What follows belongs to an exercise in optimizing a design on an open flow for small area, a short achievable clock period and few clock cycles per item; a production flow would make more cautious choices. RTL that was checked went through simulation tests only; none was proved equivalent to the original. Power and IR drop assume default switching activity.

==> inputs of wip/quartz <==
==> flow/design.v <==
module mult (
    input  [7:0]  x,
    input  [2:0]  c,
    output [15:0] y
);
    wire t1 = x[0] & x[2];
    wire t2 = x[1] & (x[0] | c[2]);
    wire t3 = x[0] & x[3];
    wire t4 = x[2] & ~x[1];
    wire t5 = x[0] & x[4];
    wire t6 = x[1] & x[3];
    wire t7 = x[1] & x[2];
    wire t8 = x[0] & x[5];
    wire t9 = x[1] & x[4];
    wire t10 = x[3] & ~x[2];
    wire t11 = x[0] & x[6];
    wire t12 = x[1] & x[5];
    wire t13 = x[2] & x[4];
    wire t14 = x[2] & x[3];
    wire t15 = x[0] & x[7];
    wire t16 = x[1] & x[6];
    wire t17 = x[2] & x[5];
    wire t18 = x[4] & ~x[3];
    wire t19 = x[1] & x[7];
    wire t20 = x[2] & x[6];
    wire t21 = x[3] & x[5];
    wire t22 = x[3] & x[4];
    wire t23 = x[2] & x[7];
    wire t24 = x[3] & x[6];
    wire t25 = x[5] & ~x[4];
    wire t26 = x[3] & x[7];
    wire t27 = x[4] & x[6];
    wire t28 = x[4] & x[5];
    wire t29 = x[4] & x[7];
    wire t30 = x[6] & ~x[5];
    wire t31 = x[5] & x[7];
    wire t32 = x[5] & x[6];
    wire t33 = x[7] & ~x[6];
    wire t34 = x[6] & x[7];
    wire t35 = t11 ^ t12;
    wire t36 = t11 & t12;
    wire t37 = t15 ^ t16;
    wire t38 = t37 ^ t17;
    wire t39 = t37 ? t17 : t15;
    wire t40 = t19 ^ t20;
    wire t41 = t40 ^ t21;
    wire t42 = t40 ? t21 : t19;
    wire t43 = t23 ^ t24;
    wire t44 = t23 & t24;
    wire t45 = t26 ^ t27;
    wire t46 = t26 & t27;
    wire t47 = t5 ^ t6;
    wire t48 = t5 & t6;
    wire t49 = t8 ^ t9;
    wire t50 = t49 ^ t10;
    wire t51 = t49 ? t10 : t8;
    wire t52 = t35 ^ t13;
    wire t53 = t52 ^ t14;
    wire t54 = t52 ? t14 : t35;
    wire t55 = t38 ^ t18;
    wire t56 = t55 ^ t36;
    wire t57 = t55 ? t36 : t38;
    wire t58 = t41 ^ t22;
    wire t59 = t58 ^ t39;
    wire t60 = t58 ? t39 : t41;
    wire t61 = t43 ^ t25;
    wire t62 = t61 ^ t42;
    wire t63 = t61 ? t42 : t43;
    wire t64 = t45 ^ t28;
    wire t65 = t64 ^ t44;
    wire t66 = t64 ? t44 : t45;
    wire t67 = t29 ^ t30;
    wire t68 = t67 ^ t46;
    wire t69 = t67 ? t46 : t29;
    wire t70 = t31 ^ t32;
    wire t71 = t31 & t32;
    wire [2:0] lo = {x[1] & ~x[0], 1'b0, x[0]} + c;
    wire [12:0] ra = {t34, t33, t70, t68, t65, t62, t59, t56, t53, t50, t47, t3, t1};
    wire [12:0] rb = {1'b0, t71, t69, t66, t63, t60, t57, t54, t51, t48, t7, t4, t2};
    wire [12:0] hi = ra + rb;
    assign y = {hi, lo};
endmodule
module cubroot (
    input  [7:0] x_bi,
    output [2:0] y_bo
);
    wire [7:0] x = x_bi;
    wire ge1   = |x;
    wire ge8   = |x[7:3];
    wire ge27  = |x[7:5] | (x[4] & x[3] & (x[2] | (x[1] & x[0])));
    wire ge64  = x[7] | x[6];
    wire ge125 = x[7] | (x[6] & x[5] & x[4] & x[3] & x[2] & (x[1] | x[0]));
    wire ge216 = x[7] & x[6] & (x[5] | (x[4] & x[3]));
    assign y_bo[2] = ge64;
    assign y_bo[1] = (ge8 & ~ge64) | ge216;
    assign y_bo[0] = (ge1 & ~ge8) | (ge27 & ~ge64) | (ge125 & ~ge216);
endmodule
module cubroot_add_system (
    input clk_i,
    input rst_i,
    input start_i,
    input [7:0] a_bi,
    input [7:0] b_bi,
    output busy_o,
    output reg [15:0] result
);
    wire        load = start_i & ~rst_i;
    wire [2:0]  cub_result;
    wire [15:0] sum;
    cubroot cub (.x_bi(b_bi), .y_bo(cub_result));
    mult square (.x(a_bi), .c(cub_result), .y(sum));
    always @(posedge clk_i) begin
        if (load)
            result <= sum;
    end
    assign busy_o = 1'b0;
endmodule
==> flow/flow/run.sh <==
#!/bin/bash
# The standard layout (standard.sh) with three changes:
#  - synthesis leaves full and half adders as plain logic for ABC (no adder
#    cells from ADDER_MAP_FILE),
#  - the final ABC mapping runs flow/abc.script when that file exists,
#  - every port is buffered by sky130_fd_sc_hd__buf_1.
# Each tool's output goes to the ORFS logs under orfs/logs; make's own output
# goes to standard.log here.
set -euo pipefail
here=$(pwd)
export ADDER_MAP_FILE=
export BUFFER_PORTS_ARGS="-buffer_cell sky130_fd_sc_hd__buf_1"
export FLOW_SYNTH_TCL="$here/synth_recipe.tcl"
if [[ -f "$here/flow/abc.script" ]]; then
  export MY_ABC_SCRIPT="$here/flow/abc.script"
  sed "s#SYNTH_SCRIPT=[^ ]*#SYNTH_SCRIPT=$here/flow/synth.tcl#" standard.sh > my_standard.sh
else
  cp standard.sh my_standard.sh
fi
bash my_standard.sh > standard.log 2>&1
==> flow/flow/synth.tcl <==
# The standard flow's synthesis script (synth_recipe.tcl, unchanged) with the final ABC
# mapping run on MY_ABC_SCRIPT instead of ORFS's abc_speed/abc_area script.
proc abc {args} {
  set i [lsearch -exact $args -script]
  if {$i >= 0} { lset args [expr {$i + 1}] $::env(MY_ABC_SCRIPT) }
  yosys abc {*}$args
}
source $::env(FLOW_SYNTH_TCL)
==> flow/standard.sh <==
#!/bin/bash
# synth_recipe.tcl (not shown) runs the flow's synth.tcl, then flattens the netlist and writes it again
# the make line also repeats each setting of config.mk as NAME=value (left out here)
make -C /OpenROAD-flow-scripts/flow DESIGN_CONFIG=/design/flow/config.mk WORK_HOME=/design/flow/orfs CLKGATE_MAP_FILE= SYNTH_SCRIPT=/design/flow/synth_recipe.tcl "${@:-finish}"
==> flow/config.mk <==
export PLATFORM = sky130hd
export DESIGN_NAME = cubroot_add_system
export DESIGN_NICKNAME = cubroot_add_system
export VERILOG_FILES = /design/flow/design.v
export SDC_FILE = /design/flow/constraint.sdc
export NUM_CORES = 4
export LEC_CHECK = 0
export ABC_AREA = 1
export CAP_MARGIN = 20
export CORE_MARGIN = 2
export CORE_UTILIZATION = 60
export CTS_BUF_LIST = sky130_fd_sc_hd__clkbuf_4
export SETUP_SLACK_MARGIN = 2.2
export SLEW_MARGIN = 20
==> flow/constraint.sdc <==
create_clock -name core_clock -period 5.0 [get_ports {clk_i}]
set_input_delay 1.0000 -clock core_clock [delete_from_list [all_inputs] [get_ports {clk_i}]]
set_output_delay 1.0000 -clock core_clock [all_outputs]
set_load 0.01 [all_outputs]
==> wip/yarrow: changes against wip/quartz <==
--- a/flow/design.v
+++ b/flow/design.v
@@ -76,7 +76,80 @@
     wire t71 = t31 & t32;
+    wire t72 = t1 & t2;
+    wire t73 = t3 & t4;
+    wire t74 = t47 & t7;
+    wire t75 = t50 & t48;
+    wire t76 = t53 & t51;
+    wire t77 = t56 & t54;
+    wire t78 = t59 & t57;
+    wire t79 = t62 & t60;
+    wire t80 = t65 & t63;
+    wire t81 = t68 & t66;
+    wire t82 = t70 & t69;
+    wire t83 = t33 & t71;
+    wire t84 = t34 & 1'b0;
+    wire t85 = t1 ^ t2;
+    wire t86 = t3 ^ t4;
+    wire t87 = t47 ^ t7;
+    wire t88 = t50 ^ t48;
+    wire t89 = t53 ^ t51;
+    wire t90 = t56 ^ t54;
+    wire t91 = t59 ^ t57;
+    wire t92 = t62 ^ t60;
+    wire t93 = t65 ^ t63;
+    wire t94 = t68 ^ t66;
+    wire t95 = t70 ^ t69;
+    wire t96 = t33 ^ t71;
+    wire t97 = t34 ^ 1'b0;
+    wire t98 = t73 | (t86 & t72);
+    wire t99 = t86 & t85;
+    wire t100 = t75 | (t88 & t74);
+    wire t101 = t88 & t87;
+    wire t102 = t77 | (t90 & t76);
+    wire t103 = t90 & t89;
+    wire t104 = t79 | (t92 & t78);
+    wire t105 = t92 & t91;
+    wire t106 = t81 | (t94 & t80);
+    wire t107 = t94 & t93;
+    wire t108 = t83 | (t96 & t82);
+    wire t109 = t96 & t95;
+    wire t110 = t100 | (t101 & t98);
+    wire t111 = t101 & t99;
+    wire t112 = t104 | (t105 & t102);
+    wire t113 = t105 & t103;
+    wire t114 = t108 | (t109 & t106);
+    wire t115 = t109 & t107;
+    wire t116 = t112 | (t113 & t110);
+    wire t117 = t113 & t111;
+    wire t118 = t114 | (t115 & t116);
+    wire t119 = t115 & t117;
+    wire t120 = t102 | (t103 & t110);
+    wire t121 = t103 & t111;
+    wire t122 = t106 | (t107 & t116);
+    wire t123 = t107 & t117;
+    wire t124 = t74 | (t87 & t98);
+    wire t125 = t87 & t99;
+    wire t126 = t76 | (t89 & t110);
+    wire t127 = t89 & t111;
+    wire t128 = t78 | (t91 & t120);
+    wire t129 = t91 & t121;
+    wire t130 = t80 | (t93 & t116);
+    wire t131 = t93 & t117;
+    wire t132 = t82 | (t95 & t122);
+    wire t133 = t95 & t123;
+    wire t134 = t84 | (t97 & t118);
+    wire t135 = t97 & t119;
+    wire t136 = t86 ^ t72;
+    wire t137 = t87 ^ t98;
+    wire t138 = t88 ^ t124;
+    wire t139 = t89 ^ t110;
+    wire t140 = t90 ^ t126;
+    wire t141 = t91 ^ t120;
+    wire t142 = t92 ^ t128;
+    wire t143 = t93 ^ t116;
+    wire t144 = t94 ^ t130;
+    wire t145 = t95 ^ t122;
+    wire t146 = t96 ^ t132;
+    wire t147 = t97 ^ t118;
     wire [2:0] lo = {x[1] & ~x[0], 1'b0, x[0]} + c;
-    wire [12:0] ra = {t34, t33, t70, t68, t65, t62, t59, t56, t53, t50, t47, t3, t1};
-    wire [12:0] rb = {1'b0, t71, t69, t66, t63, t60, t57, t54, t51, t48, t7, t4, t2};
-    wire [12:0] hi = ra + rb;
-    assign y = {hi, lo};
+    assign y = {t147, t146, t145, t144, t143, t142, t141, t140, t139, t138, t137, t136, t85, lo};
 endmodule
==> flow/flow/abc.script (new file) <==
strash
dch
map -B 0.5 -G 120
topo
stime -c
- ABC_AREA: 1 -> default
- CORE_AREA: default -> 2 2 60 60
- CORE_MARGIN: 2 -> default
- CORE_UTILIZATION: 60 -> default
- DIE_AREA: default -> 0 0 62 62
- PLACE_DENSITY: default -> 0.5
==> results.yml <==
status:
  outcome: "no timing/DRC/antenna violations"
global_routing:
  grt_use_met2_pct: 37.9
final_layout:
  multi_input_area_share_pct: 57.8
  inverters: 44
  drive_above_1_share_pct: 17.4
placed_design:
  dp_slack_ps: 2000
pwr:
  p_comb_share_pct: 45.7
drt:
  vias: 1795
That was wip/quartz.
==> results.yml <==
global_routing:
  grt_use_met2_pct: 29.3
  grt_pass1_vias: 1243
final_layout:
  final_common_cell: "nand2_1"
  inverters: 30
  multi_input_area_share_pct: 54.2
  drive_above_1_share_pct: 22.7
synthesis:
  synth_top_family_by_area: "simple AND/OR/NAND/NOR gates"
placed_design:
  dp_slack_ps: 1620
timing:
  fin_crit_ps: 2590
status:
  outcome: "no timing/DRC/antenna violations"
clock_tree:
  clock_path_buffers: 2
critical_path:
  cpPeakStageDelay_ps: 210
pwr:
  p_comb_share_pct: 44.9
That was wip/yarrow.
Testbench counts of wip/quartz, summed over its fixed seeds: cycles 2,048, items 2,048.
Testbench counts of wip/yarrow, summed over its fixed seeds: cycles 2,048, items 2,048.


==> try-harbor: inputs <==
// cubroot_add_system: RTL as listed in full above, without the edits since
==> flow/config.mk <==
export PLATFORM = sky130hd
export DESIGN_NAME = cubroot_add_system
export DESIGN_NICKNAME = cubroot_add_system
export VERILOG_FILES = /design/flow/design.v
export SDC_FILE = /design/flow/constraint.sdc
export NUM_CORES = 4
export LEC_CHECK = 0
export ABC_AREA = 1
export CAP_MARGIN = 20
export CORE_MARGIN = 2
export CORE_UTILIZATION = 40
export SETUP_SLACK_MARGIN = 2.2
export SLEW_MARGIN = 20
==> flow/constraint.sdc <==
create_clock -name core_clock -period 5.0 [get_ports {clk_i}]
set_input_delay 1.0000 -clock core_clock [delete_from_list [all_inputs] [get_ports {clk_i}]]
set_output_delay 1.0000 -clock core_clock [all_outputs]
set_load 0.01 [all_outputs]
standard.sh (not shown) runs the stock make flow with config.mk's settings and CLKGATE_MAP_FILE= SYNTH_SCRIPT=/design/flow/synth_recipe.tcl, a recipe that flattens the netlist after the stock synthesis.
==> flow/flow/run.sh <==
#!/bin/bash
# The standard layout with two changes: synthesis leaves full and half adders
# as plain logic for ABC (no adder cells), and every port is buffered by
# sky130_fd_sc_hd__buf_1.
set -euo pipefail
export ADDER_MAP_FILE=
export BUFFER_PORTS_ARGS="-buffer_cell sky130_fd_sc_hd__buf_1"
bash standard.sh > standard.log 2>&1
==> try-umber: changes against try-harbor <==
--- a/flow/design.v
+++ b/flow/design.v
@@ -74,11 +74,84 @@
     wire t69 = t67 ? t46 : t29;
     wire t70 = t31 ^ t32;
     wire t71 = t31 & t32;
+    wire t72 = t1 & t2;
+    wire t73 = t3 & t4;
+    wire t74 = t47 & t7;
+    wire t75 = t50 & t48;
+    wire t76 = t53 & t51;
+    wire t77 = t56 & t54;
+    wire t78 = t59 & t57;
+    wire t79 = t62 & t60;
+    wire t80 = t65 & t63;
+    wire t81 = t68 & t66;
+    wire t82 = t70 & t69;
+    wire t83 = t33 & t71;
+    wire t84 = t34 & 1'b0;
+    wire t85 = t1 ^ t2;
+    wire t86 = t3 ^ t4;
+    wire t87 = t47 ^ t7;
+    wire t88 = t50 ^ t48;
+    wire t89 = t53 ^ t51;
+    wire t90 = t56 ^ t54;
+    wire t91 = t59 ^ t57;
+    wire t92 = t62 ^ t60;
+    wire t93 = t65 ^ t63;
+    wire t94 = t68 ^ t66;
+    wire t95 = t70 ^ t69;
+    wire t96 = t33 ^ t71;
+    wire t97 = t34 ^ 1'b0;
+    wire t98 = t73 | (t86 & t72);
+    wire t99 = t86 & t85;
+    wire t100 = t75 | (t88 & t74);
+    wire t101 = t88 & t87;
+    wire t102 = t77 | (t90 & t76);
+    wire t103 = t90 & t89;
+    wire t104 = t79 | (t92 & t78);
+    wire t105 = t92 & t91;
+    wire t106 = t81 | (t94 & t80);
+    wire t107 = t94 & t93;
+    wire t108 = t83 | (t96 & t82);
+    wire t109 = t96 & t95;
+    wire t110 = t100 | (t101 & t98);
+    wire t111 = t101 & t99;
+    wire t112 = t104 | (t105 & t102);
+    wire t113 = t105 & t103;
+    wire t114 = t108 | (t109 & t106);
+    wire t115 = t109 & t107;
+    wire t116 = t112 | (t113 & t110);
+    wire t117 = t113 & t111;
+    wire t118 = t114 | (t115 & t116);
+    wire t119 = t115 & t117;
+    wire t120 = t102 | (t103 & t110);
+    wire t121 = t103 & t111;
+    wire t122 = t106 | (t107 & t116);
+    wire t123 = t107 & t117;
+    wire t124 = t74 | (t87 & t98);
+    wire t125 = t87 & t99;
+    wire t126 = t76 | (t89 & t110);
+    wire t127 = t89 & t111;
+    wire t128 = t78 | (t91 & t120);
+    wire t129 = t91 & t121;
+    wire t130 = t80 | (t93 & t116);
+    wire t131 = t93 & t117;
+    wire t132 = t82 | (t95 & t122);
+    wire t133 = t95 & t123;
+    wire t134 = t84 | (t97 & t118);
+    wire t135 = t97 & t119;
+    wire t136 = t86 ^ t72;
+    wire t137 = t87 ^ t98;
+    wire t138 = t88 ^ t124;
+    wire t139 = t89 ^ t110;
+    wire t140 = t90 ^ t126;
+    wire t141 = t91 ^ t120;
+    wire t142 = t92 ^ t128;
+    wire t143 = t93 ^ t116;
+    wire t144 = t94 ^ t130;
+    wire t145 = t95 ^ t122;
+    wire t146 = t96 ^ t132;
+    wire t147 = t97 ^ t118;
     wire [2:0] lo = {x[1] & ~x[0], 1'b0, x[0]} + c;
-    wire [12:0] ra = {t34, t33, t70, t68, t65, t62, t59, t56, t53, t50, t47, t3, t1};
-    wire [12:0] rb = {1'b0, t71, t69, t66, t63, t60, t57, t54, t51, t48, t7, t4, t2};
-    wire [12:0] hi = ra + rb;
-    assign y = {hi, lo};
+    assign y = {t147, t146, t145, t144, t143, t142, t141, t140, t139, t138, t137, t136, t85, lo};
 endmodule
 module cubroot (
     input  [7:0] x_bi,
==> flow/flow/run.sh (replaced) <==
#!/bin/bash
# The standard layout (standard.sh) with three changes:
#  - synthesis leaves full and half adders as plain logic for ABC (no adder
#    cells from ADDER_MAP_FILE),
#  - the final ABC mapping runs flow/abc.script when that file exists,
#  - every port is buffered by sky130_fd_sc_hd__buf_1.
# Each tool's output goes to the ORFS logs under orfs/logs; make's own output
# goes to standard.log here.
set -euo pipefail
here=$(pwd)
export ADDER_MAP_FILE=
export BUFFER_PORTS_ARGS="-buffer_cell sky130_fd_sc_hd__buf_1"
export FLOW_SYNTH_TCL="$here/synth_recipe.tcl"
if [[ -f "$here/flow/abc.script" ]]; then
  export MY_ABC_SCRIPT="$here/flow/abc.script"
  sed "s#SYNTH_SCRIPT=[^ ]*#SYNTH_SCRIPT=$here/flow/synth.tcl#" standard.sh > my_standard.sh
else
  cp standard.sh my_standard.sh
fi
bash my_standard.sh > standard.log 2>&1
==> flow/flow/abc.script (new file) <==
strash
dch
map -B 0.5 -G 120
topo
stime -c
upsize -c
dnsize -c
==> flow/flow/synth.tcl (new file) <==
# The standard flow's synthesis script (synth_recipe.tcl, unchanged) with the final ABC
# mapping run on MY_ABC_SCRIPT instead of ORFS's abc_speed/abc_area script.
proc abc {args} {
  set i [lsearch -exact $args -script]
  if {$i >= 0} { lset args [expr {$i + 1}] $::env(MY_ABC_SCRIPT) }
  yosys abc {*}$args
}
source $::env(FLOW_SYNTH_TCL)
ABC_AREA = not set   (was 1)
CORE_AREA = 2 2 60 60   (was not set)
CORE_MARGIN = not set   (was 2)
CORE_UTILIZATION = not set   (was 40)
CTS_BUF_LIST = sky130_fd_sc_hd__clkbuf_4   (was not set)
DIE_AREA = 0 0 62 62   (was not set)
PLACE_DENSITY = 0.5   (was not set)
==> try-yarrow: changes against try-harbor <==
--- a/flow/design.v
+++ b/flow/design.v
@@ -74,11 +74,90 @@
     wire t69 = t67 ? t46 : t29;
     wire t70 = t31 ^ t32;
     wire t71 = t31 & t32;
+    wire t72 = t1 & t2;
+    wire t73 = t3 & t4;
+    wire t74 = t47 & t7;
+    wire t75 = t50 & t48;
+    wire t76 = t53 & t51;
+    wire t77 = t56 & t54;
+    wire t78 = t59 & t57;
+    wire t79 = t62 & t60;
+    wire t80 = t65 & t63;
+    wire t81 = t68 & t66;
+    wire t82 = t70 & t69;
+    wire t83 = t33 & t71;
+    wire t84 = t34 & 1'b0;
+    wire t85 = t1 ^ t2;
+    wire t86 = t3 ^ t4;
+    wire t87 = t47 ^ t7;
+    wire t88 = t50 ^ t48;
+    wire t89 = t53 ^ t51;
+    wire t90 = t56 ^ t54;
+    wire t91 = t59 ^ t57;
+    wire t92 = t62 ^ t60;
+    wire t93 = t65 ^ t63;
+    wire t94 = t68 ^ t66;
+    wire t95 = t70 ^ t69;
+    wire t96 = t33 ^ t71;
+    wire t97 = t34 ^ 1'b0;
+    wire t98 = t73 | (t86 & t72);
+    wire t99 = t86 & t85;
+    wire t100 = t75 | (t88 & t74);
+    wire t101 = t88 & t87;
+    wire t102 = t77 | (t90 & t76);
+    wire t103 = t90 & t89;
+    wire t104 = t79 | (t92 & t78);
+    wire t105 = t92 & t91;
+    wire t106 = t81 | (t94 & t80);
+    wire t107 = t94 & t93;
+    wire t108 = t83 | (t96 & t82);
+    wire t109 = t96 & t95;
+    wire t110 = t74 | (t87 & t98);
+    wire t111 = t87 & t99;
+    wire t112 = t100 | (t101 & t98);
+    wire t113 = t101 & t99;
+    wire t114 = t78 | (t91 & t102);
+    wire t115 = t91 & t103;
+    wire t116 = t104 | (t105 & t102);
+    wire t117 = t105 & t103;
+    wire t118 = t82 | (t95 & t106);
+    wire t119 = t95 & t107;
+    wire t120 = t108 | (t109 & t106);
+    wire t121 = t109 & t107;
+    wire t122 = t76 | (t89 & t112);
+    wire t123 = t89 & t113;
+    wire t124 = t102 | (t103 & t112);
+    wire t125 = t103 & t113;
+    wire t126 = t114 | (t115 & t112);
+    wire t127 = t115 & t113;
+    wire t128 = t116 | (t117 & t112);
+    wire t129 = t117 & t113;
+    wire t130 = t84 | (t97 & t120);
+    wire t131 = t97 & t121;
+    wire t132 = t80 | (t93 & t128);
+    wire t133 = t93 & t129;
+    wire t134 = t106 | (t107 & t128);
+    wire t135 = t107 & t129;
+    wire t136 = t118 | (t119 & t128);
+    wire t137 = t119 & t129;
+    wire t138 = t120 | (t121 & t128);
+    wire t139 = t121 & t129;
+    wire t140 = t130 | (t131 & t128);
+    wire t141 = t131 & t129;
+    wire t142 = t86 ^ t72;
+    wire t143 = t87 ^ t98;
+    wire t144 = t88 ^ t110;
+    wire t145 = t89 ^ t112;
+    wire t146 = t90 ^ t122;
+    wire t147 = t91 ^ t124;
+    wire t148 = t92 ^ t126;
+    wire t149 = t93 ^ t128;
+    wire t150 = t94 ^ t132;
+    wire t151 = t95 ^ t134;
+    wire t152 = t96 ^ t136;
+    wire t153 = t97 ^ t138;
     wire [2:0] lo = {x[1] & ~x[0], 1'b0, x[0]} + c;
-    wire [12:0] ra = {t34, t33, t70, t68, t65, t62, t59, t56, t53, t50, t47, t3, t1};
-    wire [12:0] rb = {1'b0, t71, t69, t66, t63, t60, t57, t54, t51, t48, t7, t4, t2};
-    wire [12:0] hi = ra + rb;
-    assign y = {hi, lo};
+    assign y = {t153, t152, t151, t150, t149, t148, t147, t146, t145, t144, t143, t142, t85, lo};
 endmodule
 module cubroot (
     input  [7:0] x_bi,
==> flow/flow/run.sh (replaced) <==
#!/bin/bash
# The standard layout, with every port buffered by sky130_fd_sc_hd__buf_1.
set -euo pipefail
export BUFFER_PORTS_ARGS="-buffer_cell sky130_fd_sc_hd__buf_1"
bash standard.sh > standard.log 2>&1
ABC_AREA = not set   (was 1)
SETUP_SLACK_MARGIN = 1.5   (was 2.2)
==> results.sh <==
export IMPL_status="no timing/DRC/antenna violations"
export IMPL_cp_max_fo=13
export IMPL_drt_total_wl_um=3220
export IMPL_cpMostUsedCell="ha_1"
export IMPL_globalRouteMet1Util_pct=18.4
export IMPL_fin_crit_sh_pct=66.6
export IMPL_synth_top_family_by_area="adder cells"
export IMPL_grt_use_met2_pct=20.3
export IMPL_dp_hpwl_um=2610
export IMPL_clk_share_pct=2.28
export IMPL_syn_area_mm2=0.00174
export IMPL_fin_area_mm2=0.00197
# the run above: try-yarrow

==> results.sh <==
export IMPL_status="no timing/DRC/antenna violations"
export IMPL_drt_total_wl_um=3840
export IMPL_globalRouteMet1Util_pct=24.1
export IMPL_cp_max_fo=7
export IMPL_synth_top_family_by_area="simple AND/OR/NAND/NOR gates"
export IMPL_dp_hpwl_um=3350
export IMPL_synth_cells=296
export IMPL_finalNonFillerCells=381
export IMPL_fin_crit_sh_pct=51.6
export IMPL_cpMostUsedCell="nand2_1"
export IMPL_grt_use_met2_pct=24.4
export IMPL_fin_area_mm2=0.00211
export IMPL_clk_share_pct=1.96
export IMPL_regMostFlops="result"
export IMPL_yosys_warnings=1
# the run above: try-harbor

==> results.sh <==
export IMPL_syn_area_mm2=0.00162
export IMPL_status="no timing/DRC/antenna violations"
export IMPL_fin_crit_sh_pct=52.6
export IMPL_drt_total_wl_um=3060
export IMPL_mostFrequentLayoutCells="76 x nand2_1, 26 x buf_1, 22 x clkinv_1, 16 x nor2_1, 16 x edfxtp_1"
export IMPL_cp_max_fo=13
export IMPL_synth_top_family_by_area="simple AND/OR/NAND/NOR gates"
export IMPL_dp_hpwl_um=2550
export IMPL_globalRouteMet1Util_pct=27.7
export IMPL_cpMostUsedCell="nand2_1"
export IMPL_min_from="a_bi[7]"
export IMPL_grt_use_met2_pct=25.7
export IMPL_startpoint_type="primary input"
export IMPL_start_util_pct=49.2
export IMPL_fin_area_mm2=0.00187
# the run above: try-umber

Testbench counts of try-harbor, summed over its fixed seeds: cycles 2,048, items 2,048.
Testbench counts of try-umber, summed over its fixed seeds: cycles 2,048, items 2,048.
The RTL of try-yarrow was laid out without a check of its function.

[static timing again, ports no longer ideal]
How much do the figures lean on ideal ports? The routed layouts below were timed once more, with nothing changed but the port constraints.
Step 1 assumes that a clkbuf_16 drives the clock port and a buf_2 every other input.
Step 2, shift: input delay + t, output delay - t, t = (earliest + latest rising clock arrival at the registers) / 2. This alone moves slack from input paths to output paths.
Slacks: ideal / step 1 / step 2; pairs: ideal / step 1.
| run | t, ns | setup slack, ns | hold slack, ns |
|---|---|---|---|
| wip/quartz | 0.305 | 2.481 / 2.480 / 2.175 | 1.187 / 1.189 / 1.461 |
| wip/yarrow | 0.292 | 2.414 / 2.409 / 2.117 | 1.083 / 1.107 / 1.399 |
| try-harbor | 0.265 | 2.422 / 2.423 / 2.158 | 1.243 / 1.242 / 1.454 |
| try-umber | 0.286 | 2.369 / 2.370 / 2.084 | 1.204 / 1.203 / 1.458 |
| try-yarrow | 0.269 | 1.668 / 1.673 / 1.405 | 1.223 / 1.223 / 1.454 |
After both steps every run listed still meets setup and hold. The setup slack of wip/quartz, which loses most, moves by -0.001 ns with the drivers and by -0.306 ns with both steps.
